Source: an optimization exercise on an open RTL-to-GDS flow (aim: small area). Production flows keep margins and buffers that such runs may drop. In this exercise RTL edits were held to simulation tests only and were not proved equivalent to the original. The clock input has no modelled driver; a real chip could not lean on it and would need a root buffer or a full tree. No activity file was given, so power comes from the tool's default toggle rates.

lane 1:
// Top_Module
module Top_Module (
    input clk, rst,
    input wr_en, rd_en,          
    input tx_ready,
    input [7:0] data_in,
    output tx_out,
    output fifo_full, fifo_empty,
    output tx_busy, tx_ready_out
);
For scale: about 330 cells after synthesis, roughly 18 I/O pins, ~0.0058 mm^2 of cells after synthesis.
clock: 5.0 ns
lec_check: 0
cap_margin: 20
core_margin: 2
core_utilization: 40
slew_margin: 20
standard.sh (not shown) runs the stock make flow with config.mk's settings and CLKGATE_MAP_FILE= SYNTH_SCRIPT=/design/flow/synth_recipe.tcl, a recipe that flattens the netlist after the stock synthesis.
==> flow/flow/run.sh <==
#!/bin/bash
# The standard layout with four changes:
# - synthesis maps the logic with an area-oriented ABC script
#   (flow/abc_area.script, three rounds of &dch -f and &nf -a -R 1000) in place of ORFS's
#   speed script; everything else in synthesis is unchanged, so the registers
#   are those of the standard synthesis;
# - the clock tree is the two-level inverter tree of flow/invtree.tcl, built
#   in the CTS step by flow/cts_pre.tcl;
# - each port gets a buf_1 as its buffer;
# - the weak 3- and 4-input nor cells are left out (they drive the read
#   mux's select lines, which the placer then buffered).
set -euo pipefail
rm -rf scripts_abc
cp -r "$FLOW_HOME/scripts" scripts_abc
cp flow/abc_area.script scripts_abc/abc_speed.script
export SCRIPTS_DIR="$PWD/scripts_abc"
export PRE_CTS_TCL="$PWD/flow/cts_pre.tcl"
# the platform's don't-use list (from its config.mk) and the weak nor cells
DONT_USE="sky130_fd_sc_hd__probe_p_8 sky130_fd_sc_hd__probec_p_8 sky130_fd_sc_hd__lpflow_bleeder_1 sky130_fd_sc_hd__lpflow_clkbufkapwr_1 sky130_fd_sc_hd__lpflow_clkbufkapwr_16 sky130_fd_sc_hd__lpflow_clkbufkapwr_2 sky130_fd_sc_hd__lpflow_clkbufkapwr_4 sky130_fd_sc_hd__lpflow_clkbufkapwr_8 sky130_fd_sc_hd__lpflow_clkinvkapwr_1 sky130_fd_sc_hd__lpflow_clkinvkapwr_16 sky130_fd_sc_hd__lpflow_clkinvkapwr_2 sky130_fd_sc_hd__lpflow_clkinvkapwr_4 sky130_fd_sc_hd__lpflow_clkinvkapwr_8 sky130_fd_sc_hd__lpflow_decapkapwr_12 sky130_fd_sc_hd__lpflow_decapkapwr_3 sky130_fd_sc_hd__lpflow_decapkapwr_4 sky130_fd_sc_hd__lpflow_decapkapwr_6 sky130_fd_sc_hd__lpflow_decapkapwr_8 sky130_fd_sc_hd__lpflow_inputiso0n_1 sky130_fd_sc_hd__lpflow_inputiso0p_1 sky130_fd_sc_hd__lpflow_inputiso1n_1 sky130_fd_sc_hd__lpflow_inputiso1p_1 sky130_fd_sc_hd__lpflow_inputisolatch_1 sky130_fd_sc_hd__lpflow_isobufsrc_1 sky130_fd_sc_hd__lpflow_isobufsrc_16 sky130_fd_sc_hd__lpflow_isobufsrc_2 sky130_fd_sc_hd__lpflow_isobufsrc_4 sky130_fd_sc_hd__lpflow_isobufsrc_8 sky130_fd_sc_hd__lpflow_isobufsrckapwr_16 sky130_fd_sc_hd__lpflow_lsbuf_lh_hl_isowell_tap_1 sky130_fd_sc_hd__lpflow_lsbuf_lh_hl_isowell_tap_2 sky130_fd_sc_hd__lpflow_lsbuf_lh_hl_isowell_tap_4 sky130_fd_sc_hd__lpflow_lsbuf_lh_isowell_4 sky130_fd_sc_hd__lpflow_lsbuf_lh_isowell_tap_1 sky130_fd_sc_hd__lpflow_lsbuf_lh_isowell_tap_2 sky130_fd_sc_hd__lpflow_lsbuf_lh_isowell_tap_4 sky130_fd_sc_hd__fill_1 sky130_fd_sc_hd__fill_2 sky130_fd_sc_hd__fill_4 sky130_fd_sc_hd__fill_8 sky130_fd_sc_hd__nor3_1 sky130_fd_sc_hd__nor4_1 sky130_fd_sc_hd__nor3b_1 sky130_fd_sc_hd__nor4b_1 sky130_fd_sc_hd__nor4bb_1"
export BUFFER_PORTS_ARGS="-buffer_cell sky130_fd_sc_hd__buf_1"
bash standard.sh "DONT_USE_CELLS=$DONT_USE" finish > standard_finish.log 2>&1
==> flow/flow/abc_area.script <==
&get -n
&st
&dch -f
&nf -a -R 1000
&put
&get -n
&st
&dch -f
&nf -a -R 1000
&put
&get -n
&st
&dch -f
&nf -a -R 1000
&put
==> flow/flow/cts_pre.tcl <==
# Sourced by ORFS's CTS step before it runs clock_tree_synthesis: replace that
# command by the two-level inverter tree of invtree.tcl.
source [file join [file dirname [info script]] invtree.tcl]
rename clock_tree_synthesis orfs_clock_tree_synthesis
proc clock_tree_synthesis {args} {
  invtree clk 18 sky130_fd_sc_hd__inv_6 sky130_fd_sc_hd__inv_12
}
Other scripts of this flow, unchanged in this note and not shown: flow/flow/invtree.tcl
### lane 1 -> lane 2
Settings: GPL_TIMING_DRIVEN newly set to 0; SLEW_MARGIN changed from 20 to 0; CAP_MARGIN changed from 20 to 0.
==> flow/flow/run.sh <==
#!/bin/bash
# The standard layout with three changes:
# - synthesis maps the logic with an area-oriented ABC script
#   (flow/abc_area.script, three rounds of &dch -f and &nf -a -R 1000) in place of ORFS's
#   speed script; everything else in synthesis is unchanged, so the registers
#   are those of the standard synthesis;
# - the clock tree is the two-level inverter tree of flow/invtree.tcl, built
#   in the CTS step by flow/cts_pre.tcl;
# - each port gets a buf_1 as its buffer.
set -euo pipefail
rm -rf scripts_abc
cp -r "$FLOW_HOME/scripts" scripts_abc
cp flow/abc_area.script scripts_abc/abc_speed.script
export SCRIPTS_DIR="$PWD/scripts_abc"
export PRE_CTS_TCL="$PWD/flow/cts_pre.tcl"
export BUFFER_PORTS_ARGS="-buffer_cell sky130_fd_sc_hd__buf_1"
bash standard.sh finish > standard_finish.log 2>&1
-- flow/flow/cts_pre.tcl --
<<< lane 1, line 6
  invtree clk 18 sky130_fd_sc_hd__inv_6 sky130_fd_sc_hd__inv_12
>>> lane 2, line 6
  invtree clk 20 sky130_fd_sc_hd__inv_8 sky130_fd_sc_hd__inv_12
[summary]
- Lane 2: full flow OK, the timing, design-rule and antenna checks passed
- Diff lane 2..lane 1 | internal cell power | negligible
- In the tables for lane 1 and lane 2, portion of the clock cycle consumed by the worst path in the final layout reads higher with lane 2.
- Status: synthesized area parity (lane 2, lane 1)
- Higher mux share of post-synthesis cell area among lane 1 and lane 2: lane 2
- nor2_1 as the worst-path cell with the longest stage delay was reported by lane 2, and clkbuf_4 by lane 1.
- Lane 2 vs lane 1: cell area up slightly
- Lane 1 → lane 2: utilization picked up an extra 0.47 points, final worst slack lost 0.34 ns, post-layout total power picked up an extra 0.69%.
Relative to lane 2, the following input files were edited for lane 3:
Settings: GPL_TIMING_DRIVEN: 0 -> unset; CAP_MARGIN: 0 -> 20; SLEW_MARGIN: 0 -> 20.
## What came out
Between lane 3 and lane 2, the difference in clock-pin transition on the worst setup and hold timing paths is negligible.
Run comparison: lane 3 cell with the largest stage delay on the worst path clkbuf_4; lane 2 cell with the largest stage delay on the worst path nor2_1
In lane 3, final standard cell count with taps included and fillers excluded is higher than in lane 2.
Of lane 3 and lane 2, lane 2 shows the lower met3 usage in global routing, with lane 3 above it.
Changes in lane 4 relative to lane 3:
-- flow/flow/run.sh --
<<< lane 3, line 4
#   (flow/abc_area.script, three rounds of &dch -f and &nf -a -R 1000) in place of ORFS's
>>> lane 4, line 4
#   (flow/abc_area.script, three rounds of &dch -f and &nf -a -R 1000, then gate sizing) in place of ORFS's
-- flow/flow/abc_area.script --
<<< lane 3, line 16
>>> lane 4, line 16
topo
stime -c
upsize -c
dnsize -c
Findings:
Final design area excluding fillers essentially unchanged between lane 3 and lane 4. On final sequential cell count, lane 3 and lane 4 are neck and neck. Area after synthesis (lower): lane 3. Status: core utilization parity (lane 3, lane 4).
In every run of this note, the design's own scripts or RTL, not TritonCTS, make the clock network.

## job 101
Starting RTL as in the previous note.
export LEC_CHECK = 0
export CAP_MARGIN = 20
export CORE_MARGIN = 2
export CORE_UTILIZATION = 40
export SLEW_MARGIN = 20
create_clock -name core_clock -period 5.0 [get_ports {clk}]
==> flow/flow/run.sh <==
#!/bin/bash
# The standard layout with three changes:
# - synthesis maps the logic with an area-oriented ABC script
#   (flow/abc_area.script, three rounds of &dch -f and &nf -a -R 1000) in place of ORFS's
#   speed script; everything else in synthesis is unchanged, so the registers
#   are those of the standard synthesis;
# - the clock tree is the two-level inverter tree of flow/invtree.tcl, built
#   in the CTS step by flow/cts_pre.tcl;
# - each port gets a buf_1 as its buffer;
# - the weak 3- and 4-input nor cells are left out (they drive the read
#   mux's select lines, which the placer then buffered).
set -euo pipefail
rm -rf scripts_abc
cp -r "$FLOW_HOME/scripts" scripts_abc
cp flow/abc_area.script scripts_abc/abc_speed.script
export SCRIPTS_DIR="$PWD/scripts_abc"
export PRE_CTS_TCL="$PWD/flow/cts_pre.tcl"
# the platform's config.mk appends its own list to this one
export DONT_USE_CELLS="sky130_fd_sc_hd__nor3_1 sky130_fd_sc_hd__nor4_1 sky130_fd_sc_hd__nor3b_1 sky130_fd_sc_hd__nor4b_1 sky130_fd_sc_hd__nor4bb_1"
export BUFFER_PORTS_ARGS="-buffer_cell sky130_fd_sc_hd__buf_1"
bash standard.sh finish > standard_finish.log 2>&1
==> flow/flow/cts_pre.tcl <==
# Sourced by ORFS's CTS step before it runs clock_tree_synthesis: replace that
# command by the two-level inverter tree of invtree.tcl.
source [file join [file dirname [info script]] invtree.tcl]
rename clock_tree_synthesis orfs_clock_tree_synthesis
proc clock_tree_synthesis {args} {
  invtree clk 18 sky130_fd_sc_hd__inv_6 sky130_fd_sc_hd__inv_12
}
Other scripts of this flow, unchanged in this note and not shown: flow/flow/abc_area.script, flow/flow/invtree.tcl
In summary, job 101 completed successfully, with a layout that passed the timing, design-rule and antenna checks.
--- input diff job 101..job 102 ---
Settings: GPL_TIMING_DRIVEN newly set to 0.
==> flow/flow/run.sh <==
#!/bin/bash
# The standard layout with three changes:
# - synthesis maps the logic with an area-oriented ABC script
#   (flow/abc_area.script, three rounds of &dch -f and &nf -a -R 1000) in place of ORFS's
#   speed script; everything else in synthesis is unchanged, so the registers
#   are those of the standard synthesis;
# - the clock tree is the two-level inverter tree of flow/invtree.tcl, built
#   in the CTS step by flow/cts_pre.tcl;
# - each port gets a buf_1 as its buffer.
set -euo pipefail
rm -rf scripts_abc
cp -r "$FLOW_HOME/scripts" scripts_abc
cp flow/abc_area.script scripts_abc/abc_speed.script
export SCRIPTS_DIR="$PWD/scripts_abc"
export PRE_CTS_TCL="$PWD/flow/cts_pre.tcl"
export BUFFER_PORTS_ARGS="-buffer_cell sky130_fd_sc_hd__buf_1"
bash standard.sh finish > standard_finish.log 2>&1
-- flow/flow/cts_pre.tcl --
<<< job 101, line 5
proc clock_tree_synthesis {args} {
  invtree clk 18 sky130_fd_sc_hd__inv_6 sky130_fd_sc_hd__inv_12
}
>>> job 102, line 5
proc clock_tree_synthesis {args} {
  invtree clk 20 sky130_fd_sc_hd__inv_8 sky130_fd_sc_hd__inv_12
}
--- outcome ---
- Diff job 101 -> job 102: aggregate routed wire length now smaller, net switching power moved up.
- Job 101 → job 102: setup slack went down, final worst-path cycle share now sits higher, wire length of the first global-routing pass -76 um, post-layout instance area saw an increase.
> inputs changed (job 102 -> job 103)
Settings: GPL_TIMING_DRIVEN removed (was 0).
-- flow/flow/cts_pre.tcl --
<<< job 102, line 5
proc clock_tree_synthesis {args} {
  invtree clk 20 sky130_fd_sc_hd__inv_8 sky130_fd_sc_hd__inv_12
}
>>> job 103, line 5
proc clock_tree_synthesis {args} {
  invtree clk 18 sky130_fd_sc_hd__inv_6 sky130_fd_sc_hd__inv_12
}
### Flow results
Against job 102, job 103 comes in 8.0 points lower on final cycle utilization of the critical path.
Diff job 102 -> job 103 | final standard cell area without fillers | decrease of 0.76%
Re number of cell rows: no difference whatsoever between job 102 and job 103.
Row power share of the combinational group: job 103 higher / job 102 lower
Job 103 reports its startpoint-to-endpoint class of the critical path as input pin to flip-flop while job 102 reports flip-flop to output port.
Reported for job 102 and job 103, flip-flop and latch count turned out identical to the last digit.
Job 103 against job 102: headroom to the max-slew limit moved up, net switching component of the power fell by 21 uW, maximum vdd drop has decreased.
Global-route track usage on met3 (job 103 over job 102): increase, 0.32 points
No run of this note takes its clock network from TritonCTS; it comes from the design's own scripts or RTL.

re-timing with driven ports:
The flow's constraints put no driver on any port. The routed layouts listed below were extracted and timed again, unchanged, in two steps. Step 1 sets driving cells, clkbuf_16 on the clock port and buf_2 on the other inputs (assumed; they add their load-dependent delay and slew). Step 2 times the ports against the registers' clock, not the clock port: input delays grow and output delays shrink by t, the midpoint of the rising clock arrivals with the driver on. a / b / c = ideal ports / drivers / drivers and shift; a / b = the first two.
run	t (ns)	slack for setup (ns)	worst data-port slew with drivers (ns)
lane 1	0.240	2.291 / 2.327 / 2.087	0.03
lane 2	0.243	1.946 / 1.889 / 2.132	0.03
lane 3	0.243	2.294 / 2.331 / 2.087	0.03
lane 4	0.246	2.259 / 2.296 / 2.050	0.03
job 101	0.243	2.303 / 2.342 / 2.098	0.03
job 102	0.240	1.904 / 1.846 / 2.087	0.03
job 103	0.243	2.303 / 2.342 / 2.098	0.03
After both steps setup and hold are still met in every run listed. The setup slack of lane 4, which loses most, moves by +0.037 ns with the drivers and by -0.209 ns with both steps.
